Source: an optimization exercise on an open RTL-to-GDS flow (aim: small area, a short achievable clock period and few clock cycles per item). Production flows keep margins and buffers that such runs may drop.
At most, simulation tests tie the RTL to the original design; equivalence was not proved.
No activity file was given, so power comes from the tool's default toggle rates.

04-15:
// Rsa256Core
module Rsa256Core (
	input          i_clk,
	input          i_rst,
	input          i_start,
	input  [255:0] i_a,  
	input  [255:0] i_d,  
	input  [255:0] i_n,
	output [255:0] o_a_pow_d,  
	output         o_finished
);
localparam int W  = 261;    
localparam int NI = 86;     
localparam int J  = 3;      
localparam int RT = W / 3;  
localparam int CL = 90;     
localparam int NS = 3;      
localparam int SW = W / NS;
localparam logic [2:0] P_PRE  = 3'd0;
localparam logic [2:0] P_FIX  = 3'd1;
localparam logic [2:0] P_ONE  = 3'd2;
localparam logic [2:0] P_ZERO = 3'd3;
localparam logic [2:0] P_SQ   = 3'd4;
localparam logic [2:0] P_MUL  = 3'd5;
localparam logic [2:0] P_FIN  = 3'd6;
localparam logic [2:0] S_IDLE  = 3'd0;
localparam logic [2:0] S_ACT   = 3'd1;  
localparam logic [2:0] S_CONV  = 3'd2;  
localparam logic [2:0] S_WAIT  = 3'd3;  
localparam logic [2:0] S_CLEAN = 3'd4;  
logic [255:0] Nr;        
logic [15:0]  Dr;        
logic [256:0] A;         
logic [W-1:0] M;         
  ...
For scale: about 98000 um^2 of cells after synthesis.
Settings: LEC_CHECK=0, ABC_CLOCK_PERIOD_IN_PS=3500, CAP_MARGIN=30, CORE_MARGIN=2, CORE_UTILIZATION=55, CTS_CLUSTER_DIAMETER=100, CTS_CLUSTER_SIZE=20, SETUP_SLACK_MARGIN=0.6, SLEW_MARGIN=20, SYNTH_HIERARCHICAL=1; clock period 14.0 ns.
standard.sh (not shown) runs the stock make flow with config.mk's settings and CLKGATE_MAP_FILE= SYNTH_SCRIPT=/design/flow/synth_recipe.tcl, a recipe that flattens the netlist after the stock synthesis.
==> flow/flow/run.sh <==
#!/bin/bash
set -euo pipefail
PRE=${PRE:-8.5}
POST=${POST:-9.8}
BUF="BUFFER_PORTS_ARGS=-buffer_cell sky130_fd_sc_hd__buf_2"
bash standard.sh synth > synth.log 2>&1
bash standard.sh SETUP_SLACK_MARGIN=$PRE "$BUF" place > place.log 2>&1
bash standard.sh SETUP_SLACK_MARGIN=$POST "$BUF" finish > finish.log 2>&1
No stage failed in 04-15, and the final checks on the layout all came back clean.
What 09-26 does differently from 04-15 at the input level:
-- flow/design.v --
<<< 04-15, line 28
localparam logic [2:0] S_WAIT  = 3'd3;  
localparam logic [2:0] S_CLEAN = 3'd4;  
logic [255:0] Nr;        
logic [15:0]  Dr;        
logic [256:0] A;         
>>> 09-26, line 28
localparam logic [2:0] S_WAIT  = 3'd3;  
localparam logic [2:0] S_CLEAN = 3'd4;  
logic [2:1]   Nr;        
logic [15:0]  Dr;        
logic [256:0] A;         
<<< 04-15, line 59
	RsaCtlReg u_ctl (.clk(i_clk), .d(ctl_n), .q(ctl[s]));
	RsaQ u_q (.s(S[2:0]), .c(C[2:0]), .cb(cb), .mq(mq), .y1({y12, y11, y10}), .y2({y21, y20}),
	          .y3(y30), .n(Nr[2:1]), .q1f(q1f), .q2f(q2f), .q1(q1s[s]), .q2(q2s[s]), .q3(q3s[s]));
	for (genvar i = s * SW; i < (s + 1) * SW; i++) begin : g_bit
		assign Sg[i] = S[i] & !ctl[s][7];
>>> 09-26, line 59
	RsaCtlReg u_ctl (.clk(i_clk), .d(ctl_n), .q(ctl[s]));
	RsaQ u_q (.s(S[2:0]), .c(C[2:0]), .cb(cb), .mq(mq), .y1({y12, y11, y10}), .y2({y21, y20}),
	          .y3(y30), .n(Nr), .q1f(q1f), .q2f(q2f), .q1(q1s[s]), .q2(q2s[s]), .q3(q3s[s]));
	for (genvar i = s * SW; i < (s + 1) * SW; i++) begin : g_bit
		assign Sg[i] = S[i] & !ctl[s][7];
<<< 04-15, line 74
assign q3 = q3s[0];
always_comb begin
	Nw  = {{(W-256){1'b0}}, Nr};
	Aw  = {{(W-257){1'b0}}, A};
	y2s = {y2[W-2:0], y2[W-1] | cb};
>>> 09-26, line 74
assign q3 = q3s[0];
always_comb begin
	Nw  = {{(W-256){1'b0}}, i_n};
	Aw  = {{(W-257){1'b0}}, A};
	y2s = {y2[W-2:0], y2[W-1] | cb};
<<< 04-15, line 95
	RsaFa fa_f (.a(eS[i]), .b(eC[i]), .c(n3s[i]), .s(fS[i]), .co(fCr[i]));
end
always_ff @(posedge i_clk) begin
	S  <= {fS[2:0] & {3{!mult}}, fS[W-1:3]};
	C  <= {fC[2:0] & {3{!mult}}, fC[W-1:3]};
	cb <= mult & (fS[2] | fS[1] | fC[2] | fC[1]);
end
logic [W-1:0] Srot;
>>> 09-26, line 95
	RsaFa fa_f (.a(eS[i]), .b(eC[i]), .c(n3s[i]), .s(fS[i]), .co(fCr[i]));
end
logic [3:0] low;
assign low = {1'b0, fS[2:0]} + {1'b0, fC[2:0]};
always_ff @(posedge i_clk) begin
	S  <= {fS[2:0] & {3{!mult}}, fS[W-1:3]};
	C  <= {fC[2:0] & {3{!mult}}, fC[W-1:3]};
	cb <= mult & low[3];
end
logic [W-1:0] Srot;
<<< 04-15, line 112
always_ff @(posedge i_clk) begin
	for (int j = 0; j < 16; j++) Dr[j] <= i_d[16*j + e[3:0]];
	Nr <= i_n;
end
logic ldA;
>>> 09-26, line 114
always_ff @(posedge i_clk) begin
	for (int j = 0; j < 16; j++) Dr[j] <= i_d[16*j + e[3:0]];
	Nr <= i_n[2:1];
end
logic ldA;
==> comparison <==
Every stage of the flow completed for 09-26, and the final layout passed the timing, design-rule and antenna checks. Total met2 wirelength after detailed routing: 09-26 vs 04-15 up 3800 um. Compared with 04-15, 09-26 shows a higher layout net count. 09-26 has less setup slack than 04-15. On cell area after layout: 09-26 sits below 04-15. Measured against 04-15, the clock-buffer cell count of 09-26 comes out at 0.79 times the reference value. The part of the power in the clock network in 09-26 sits 3.7 points above the value recorded for 04-15. When 09-26 is measured against 04-15, its number of global-route vias before repair turns out 2017 higher. Re number of levels in the clock H-tree: no difference whatsoever between 09-26 and 04-15. When 09-26 is measured against 04-15, its timing-limited maximum frequency turns out 7.3% lower. Total number of vias sits higher in 09-26 than in 04-15. Between 04-15 and 09-26, the number of resized instances in the post-cts repair step is lower for 04-15.
Function was not checked in any run of this note: the RTL went through the layout flow alone.

* * *

Setup of v6:
The RTL this note starts from:
==> flow/design.v <==
module Rsa256Core (
	input          i_clk,
	input          i_rst,
	input          i_start,
	input  [255:0] i_a,  
	input  [255:0] i_d,  
	input  [255:0] i_n,
	output [255:0] o_a_pow_d,  
	output         o_finished
);
localparam int W  = 260;    
localparam int NI = 129;    
localparam int J  = 4;      
localparam int RT = W / 2;  
localparam int CL = 132;    
localparam logic [2:0] P_PRE  = 3'd0;
localparam logic [2:0] P_FIX  = 3'd1;
localparam logic [2:0] P_ONE  = 3'd2;
localparam logic [2:0] P_ZERO = 3'd3;
localparam logic [2:0] P_SQ   = 3'd4;
localparam logic [2:0] P_MUL  = 3'd5;
localparam logic [2:0] P_FIN  = 3'd6;
localparam logic [2:0] S_IDLE  = 3'd0;
localparam logic [2:0] S_ACT   = 3'd1;  
localparam logic [2:0] S_CONV  = 3'd2;  
localparam logic [2:0] S_WAIT  = 3'd3;  
localparam logic [2:0] S_CLEAN = 3'd4;  
logic         Nr1;       
logic [15:0]  Dr;        
logic [256:0] A;         
logic [W-1:0] M;         
logic [W-1:0] S, C;      
logic [2:0] st;
logic [2:0] pk;          
logic [7:0] cnt;         
logic [7:0] cnt1;        
logic [7:0] rc;          
logic [8:0] k;           
logic [7:0] e;           
logic [7:0] cl;          
logic       found, dzero, dvalid;
logic       neg;         
logic       allq;
logic       finish;
logic       clr, mult, x1M, x1A, x2M, x2A, nNeg, one, q1f, q2f;
logic       mq, y10, y11, y20;
logic       cb;          
assign o_finished = finish;
logic [W-1:0] Nw, Sg, y1, y2, y2s, n1, n2, n2s;
logic [W-1:0] aS, aCr, aC, bS, bCr, bC;
logic [W-1:0] cS, cCr, cC, dS, dCr, dC;
logic         q1, q1m, q2, c0p;
logic [2:0]   t0;
always_comb begin
	Nw = {{(W-256){1'b0}}, i_n};
	Sg = clr ? '0 : S;
	y1 = ({W{x1M}} & M) | ({W{x1A}} & {{(W-257){1'b0}}, A}) | {{(W-1){1'b0}}, one};
	y2 = ({W{x2M}} & M) | ({W{x2A}} & {{(W-257){1'b0}}, A});
	t0  = {2'b0, mq & S[0]} + {2'b0, mq & C[0]} + {2'b0, y10} + {2'b0, cb};
	q1m = t0[0];
	q1  = q1m | q1f;
	c0p = (t0 == 3'd1) || (t0 == 3'd2);  
	q2  = ((mq & (S[1] ^ C[1])) ^ y11 ^ y20 ^ (q1m & Nr1) ^ c0p) | q2f;
	n1  = ({W{q1}} & Nw) | ({W{nNeg}} & ~Nw);
	n2  = {W{q2}} & Nw;
	y2s = {y2[W-2:0], y2[W-1] | cb};
	n2s = {n2[W-2:0], n2[W-1]};
	aC  = {aCr[W-2:0], aCr[W-1]};
	bC  = {bCr[W-2:0], bCr[W-1]};
	cC  = {cCr[W-2:0], cCr[W-1]};
	dC  = {dCr[W-2:0], dCr[W-1]};
end
for (genvar i = 0; i < W; i++) begin : g_csa
	RsaFa fa_a (.a(Sg[i]), .b(C[i]),  .c(y1[i]),  .s(aS[i]), .co(aCr[i]));
	RsaFa fa_b (.a(aS[i]), .b(aC[i]), .c(y2s[i]), .s(bS[i]), .co(bCr[i]));
	RsaFa fa_c (.a(bS[i]), .b(bC[i]), .c(n1[i]),  .s(cS[i]), .co(cCr[i]));
	RsaFa fa_d (.a(cS[i]), .b(cC[i]), .c(n2s[i]), .s(dS[i]), .co(dCr[i]));
end
always_ff @(posedge i_clk) begin
	S  <= {dS[1:0] & {2{!mult}}, dS[W-1:2]};
	C  <= {dC[1:0] & {2{!mult}}, dC[W-1:2]};
	cb <= mult & dS[1];
end
logic [W-1:0] Srot;
assign Srot = {S[W-1-2*J:0], S[W-1:W-2*J]};
logic Czero, cap;
assign Czero = ~|C;
assign cap   = (st == S_CONV) && (rc == J) && Czero;
logic [W-1:0] Sout;
assign Sout = {S[W-3-2*J:0], S[W-1:W-2-2*J]};
assign o_a_pow_d = Sout[255:0];
logic Dbit;
assign Dbit = Dr[e[7:4]];
always_ff @(posedge i_clk) begin
	for (int j = 0; j < 16; j++) Dr[j] <= i_d[16*j + e[3:0]];
	Nr1 <= i_n[1];
end
logic ldA;
assign ldA = cap && (pk == P_PRE || pk == P_FIX);
always_ff @(posedge i_clk) begin
	if (cap) M <= Srot;
	if (st == S_IDLE) A <= {1'b0, i_a};
	else if (ldA) A <= Srot[256:0];
end
logic [2:0] nxt_after_pre;
always_comb begin
	if (dzero)        nxt_after_pre = P_ONE;
	else if (e == 0)  nxt_after_pre = P_FIN;
	else              nxt_after_pre = P_SQ;
end
logic [1:0] xnext, mn, an;
always_comb begin
	if (st == S_ACT) xnext = {M[{cnt1, 1'b1}], M[{cnt1, 1'b0}]};
	else if (cap)    xnext = Srot[1:0];
	else             xnext = M[1:0];
	mn = cap ? Srot[1:0] : M[1:0];
	an = ldA ? Srot[1:0] : A[1:0];
end
logic       go;      
logic [2:0] gok;     
logic       gneg;    
always_comb begin
	go = 1'b0; gok = P_PRE; gneg = neg;
	if (st == S_IDLE) begin
		go = i_start && cl == CL; gok = P_PRE; gneg = 1'b0;
	end else if (st == S_CLEAN) begin
		go = cl == CL; gok = P_PRE; gneg = 1'b0;
	end else if (st == S_WAIT) begin
		go = found; gok = nxt_after_pre;
	end else if (cap) begin
		gneg = Srot[W-1];
		go = 1'b1;
		case (pk)
		P_PRE: begin
			if (k != 9'd257)   gok = P_PRE;
			else if (Srot[W-1]) gok = P_FIX;
			else begin go = found; gok = nxt_after_pre; end
		end
		P_FIX: begin go = found; gok = nxt_after_pre; end
		P_SQ: begin
			if (Dbit)         gok = P_MUL;
			else if (e == 0)  gok = P_FIN;
			else              gok = P_SQ;
		end
		P_MUL: gok = (e == 0) ? P_FIN : P_SQ;
		P_FIN: begin go = allq; gok = P_ZERO; end
		default: go = 1'b0;  
		endcase
	end
end
logic       n_mult, n_x1M, n_x1A, n_x2M, n_x2A;
logic       n_yM;    
always_comb begin
	n_mult = 1'b0; n_x1M = 1'b0; n_x1A = 1'b0; n_x2M = 1'b0; n_x2A = 1'b0;
	n_yM = 1'b1;
	if (go && (gok == P_SQ || gok == P_MUL || gok == P_FIN)) begin
		n_mult = 1'b1;
		n_yM = gok != P_MUL;
		if (gok == P_FIN) n_x1M = 1'b1;
		else begin
			n_x1M = xnext[0] & n_yM;
			n_x1A = xnext[0] & !n_yM;
			n_x2M = xnext[1] & n_yM;
			n_x2A = xnext[1] & !n_yM;
		end
	end else if (st == S_ACT && cnt != NI - 1) begin
		n_mult = 1'b1;
		n_yM = pk != P_MUL;
		if (pk != P_FIN) begin
			n_x1M = xnext[0] & n_yM;
			n_x1A = xnext[0] & !n_yM;
			n_x2M = xnext[1] & n_yM;
			n_x2A = xnext[1] & !n_yM;
		end
	end
end
always_ff @(posedge i_clk) begin
	clr <= 1'b0; nNeg <= 1'b0; one <= 1'b0; q1f <= 1'b0; q2f <= 1'b0; x1M <= 1'b0; x2M <= 1'b0;
	finish <= 1'b0;
	mult <= n_mult; x1A <= n_x1A; x2A <= n_x2A;
	if (n_mult) begin x1M <= n_x1M; x2M <= n_x2M; end
	mq  <= n_mult & !go;
	y10 <= (n_x1M & mn[0]) | (n_x1A & an[0]);
	y11 <= (n_x1M & mn[1]) | (n_x1A & an[1]);
	y20 <= (n_x2M & mn[0]) | (n_x2A & an[0]);
	if (cl != CL) cl <= cl + 8'd1;
	if (st != S_IDLE && !found) begin
		if (dvalid) begin
			if (Dbit) found <= 1'b1;
			else if (e == 0) begin found <= 1'b1; dzero <= 1'b1; end
			else begin e <= e - 8'd1; dvalid <= 1'b0; end
		end else dvalid <= 1'b1;
	end
	case (st)
	S_ACT: begin
		if (cnt == NI - 1) begin
			st <= S_CONV; rc <= 8'd0;
		end else begin
			cnt <= cnt + 8'd1;
			cnt1 <= cnt1 + 8'd1;
		end
		if (pk == P_FIN) allq <= allq & q1 & q2;
	end
	S_CONV: begin
		rc <= (rc == RT - 1) ? 8'd0 : rc + 8'd1;
		if (cap) begin
			neg <= Srot[W-1];
			if (pk == P_PRE) k <= k + 9'd1;
			if (!go) begin
				st <= (pk == P_PRE || pk == P_FIX) ? S_WAIT : S_IDLE;
				finish <= !(pk == P_PRE || pk == P_FIX);
			end
		end
	end
	default: ;
	endcase
	if (go) begin
		pk  <= gok;
		clr <= 1'b1;
		if (gok == P_SQ || gok == P_MUL || gok == P_FIN) begin
			st   <= S_ACT;
			cnt  <= 8'd0;
			cnt1 <= 8'd1;
			allq <= 1'b1;
			if (gok == P_SQ) e <= e - 8'd1;
		end else begin
			st <= S_CONV;
			rc <= 8'd0;
			case (gok)
			P_PRE: begin
				if (st == S_IDLE || st == S_CLEAN) x2A <= 1'b1; else x2M <= 1'b1;
				if (gneg) q1f <= 1'b1; else nNeg <= 1'b1;
			end
			P_FIX: begin x1M <= 1'b1; q2f <= 1'b1; end
			P_ONE: one <= 1'b1;
			default: ;
			endcase
		end
	end
	if (st == S_IDLE && i_start) begin
		k <= 9'd0; e <= 8'd255; found <= 1'b0; dzero <= 1'b0; dvalid <= 1'b0; neg <= 1'b0;
		if (cl != CL) st <= S_CLEAN;
	end
	if (i_rst) begin
		st <= S_IDLE;
		finish <= 1'b0;
		cl <= 8'd0;
		clr <= 1'b0; mult <= 1'b0; x1M <= 1'b0; x1A <= 1'b0; x2M <= 1'b0; x2A <= 1'b0;
		nNeg <= 1'b0; one <= 1'b0; q1f <= 1'b0; q2f <= 1'b0;
		mq <= 1'b0; y10 <= 1'b0; y11 <= 1'b0; y20 <= 1'b0;
	end
end
endmodule
module RsaFa (
	input  a,
	input  b,
	input  c,
	output s,
	output co
);
assign s  = a ^ b ^ c;
assign co = (a & b) | (a & c) | (b & c);
endmodule
clock: 14.0 ns
lec_check: 0
abc_clock_period_in_ps: 3500
cap_margin: 30
core_margin: 2
core_utilization: 50
setup_slack_margin: 0.6
slew_margin: 20
synth_hierarchical: 1
Scripts as last shown in full above: flow/flow/run.sh
v6: flow complete, layout not clean; failing: slew limit
[inputs] v7 vs v6
--- a/flow/design.v
+++ b/flow/design.v
@@ -41,48 +41,44 @@
 logic       found, dzero, dvalid;
 logic       neg;         
 logic       allq;
 logic       finish;
 logic       clr, mult, x1M, x1A, x2M, x2A, nNeg, one, q1f, q2f;
 logic       mq, y10, y11, y20;
-logic       cb;          
 assign o_finished = finish;
-logic [W-1:0] Nw, Sg, y1, y2, y2s, n1, n2, n2s;
-logic [W-1:0] aS, aCr, aC, bS, bCr, bC;
+logic [W-1:0] Nw, Sg, y1, y2, n1, n2;
+logic [W-1:0] aS, aCr, aC, bS, bCr, bC, rS, rC;
 logic [W-1:0] cS, cCr, cC, dS, dCr, dC;
-logic         q1, q1m, q2, c0p;
-logic [2:0]   t0;
+logic         q1, q1m, q2;
 always_comb begin
 	Nw = {{(W-256){1'b0}}, i_n};
 	Sg = clr ? '0 : S;
 	y1 = ({W{x1M}} & M) | ({W{x1A}} & {{(W-257){1'b0}}, A}) | {{(W-1){1'b0}}, one};
 	y2 = ({W{x2M}} & M) | ({W{x2A}} & {{(W-257){1'b0}}, A});
-	t0  = {2'b0, mq & S[0]} + {2'b0, mq & C[0]} + {2'b0, y10} + {2'b0, cb};
-	q1m = t0[0];
+	q1m = (mq & (S[0] ^ C[0])) ^ y10;
 	q1  = q1m | q1f;
-	c0p = (t0 == 3'd1) || (t0 == 3'd2);  
-	q2  = ((mq & (S[1] ^ C[1])) ^ y11 ^ y20 ^ (q1m & Nr1) ^ c0p) | q2f;
+	q2  = ((mq & (S[1] ^ C[1])) ^ y11 ^ ((mq & S[0] & C[0]) | (mq & (S[0] | C[0]) & y10))
+	      ^ (q1m & ~Nr1) ^ y20) | q2f;
 	n1  = ({W{q1}} & Nw) | ({W{nNeg}} & ~Nw);
 	n2  = {W{q2}} & Nw;
-	y2s = {y2[W-2:0], y2[W-1] | cb};
-	n2s = {n2[W-2:0], n2[W-1]};
 	aC  = {aCr[W-2:0], aCr[W-1]};
 	bC  = {bCr[W-2:0], bCr[W-1]};
+	rS  = {bS[0], bS[W-1:1]};
+	rC  = {bC[0], bC[W-1:1]};
 	cC  = {cCr[W-2:0], cCr[W-1]};
 	dC  = {dCr[W-2:0], dCr[W-1]};
 end
 for (genvar i = 0; i < W; i++) begin : g_csa
-	RsaFa fa_a (.a(Sg[i]), .b(C[i]),  .c(y1[i]),  .s(aS[i]), .co(aCr[i]));
-	RsaFa fa_b (.a(aS[i]), .b(aC[i]), .c(y2s[i]), .s(bS[i]), .co(bCr[i]));
-	RsaFa fa_c (.a(bS[i]), .b(bC[i]), .c(n1[i]),  .s(cS[i]), .co(cCr[i]));
-	RsaFa fa_d (.a(cS[i]), .b(cC[i]), .c(n2s[i]), .s(dS[i]), .co(dCr[i]));
-end
-always_ff @(posedge i_clk) begin
-	S  <= {dS[1:0] & {2{!mult}}, dS[W-1:2]};
-	C  <= {dC[1:0] & {2{!mult}}, dC[W-1:2]};
-	cb <= mult & dS[1];
+	RsaFa fa_a (.a(Sg[i]), .b(C[i]),  .c(y1[i]), .s(aS[i]), .co(aCr[i]));
+	RsaFa fa_b (.a(aS[i]), .b(aC[i]), .c(n1[i]), .s(bS[i]), .co(bCr[i]));
+	RsaFa fa_c (.a(rS[i]), .b(rC[i]), .c(y2[i]), .s(cS[i]), .co(cCr[i]));
+	RsaFa fa_d (.a(cS[i]), .b(cC[i]), .c(n2[i]), .s(dS[i]), .co(dCr[i]));
+end
+always_ff @(posedge i_clk) begin
+	S <= {dS[0], dS[W-1:1]};
+	C <= {dC[0], dC[W-1:1]};
 end
 logic [W-1:0] Srot;
 assign Srot = {S[W-1-2*J:0], S[W-1:W-2*J]};
 logic Czero, cap;
 assign Czero = ~|C;
 assign cap   = (st == S_CONV) && (rc == J) && Czero;
==> run summary <==
v7 finished all stages; the layout is clean. Comparing v6 and v7, the higher reg-to-reg setup timing slack was measured on v6. Against v6, global-route wire length before repair in v7 came out worse. The count of inserted antenna diode cells of v7 is higher than that of v6. v6 → v7: wire length after detailed routing grew by 4.9%; final critical path time including I/O delays and setup grew by 0.042 ns. Fraction of power consumed by combinational cells down 2.5 points in v7 wrt v6.
Testbench counts of v7, summed over its fixed seeds: cycles 1,267,081, items 24.
The RTL of v6 was laid out without a check of its function.

## port drivers added, routing unchanged
The results above use ideal ports. As a check the final layouts listed here were re-extracted and re-timed, cells and wires unchanged.
Step 1 (the two cells are an assumption about what drives the block):
set clk [get_ports {i_clk}]
set_driving_cell -lib_cell sky130_fd_sc_hd__clkbuf_16 $clk
set_driving_cell -lib_cell sky130_fd_sc_hd__buf_2 [delete_from_list [all_inputs] $clk]
Step 2 times the ports against the registers' clock, not the clock port: input delays grow and output delays shrink by t, the midpoint of the rising clock arrivals with the driver on.
Three values: ideal, step 1, step 2; two values: the first two.
run | shift t [ns] | setup WS [ns] | slew at the worst register clock pin (ns) | worst data-port slew with drivers (ns) | pins driven straight from the clock port
04-15 | 0.859 | 9.623 / 9.623 / 8.816 | 0.10 / 0.10 | 0.28 | 1
09-26 | 0.795 | 9.277 / 9.226 / 8.430 | 0.10 / 0.10 | 0.35 | 1
v6 | 0.834 | 9.832 / 9.753 / 8.932 | 0.07 / 0.07 | 0.29 | 1
v7 | 0.859 | 9.790 / 9.711 / 9.013 | 0.06 / 0.06 | 0.34 | 1
The setup slack of v6, which loses most, moves by -0.079 ns with the drivers and by -0.900 ns with both steps.
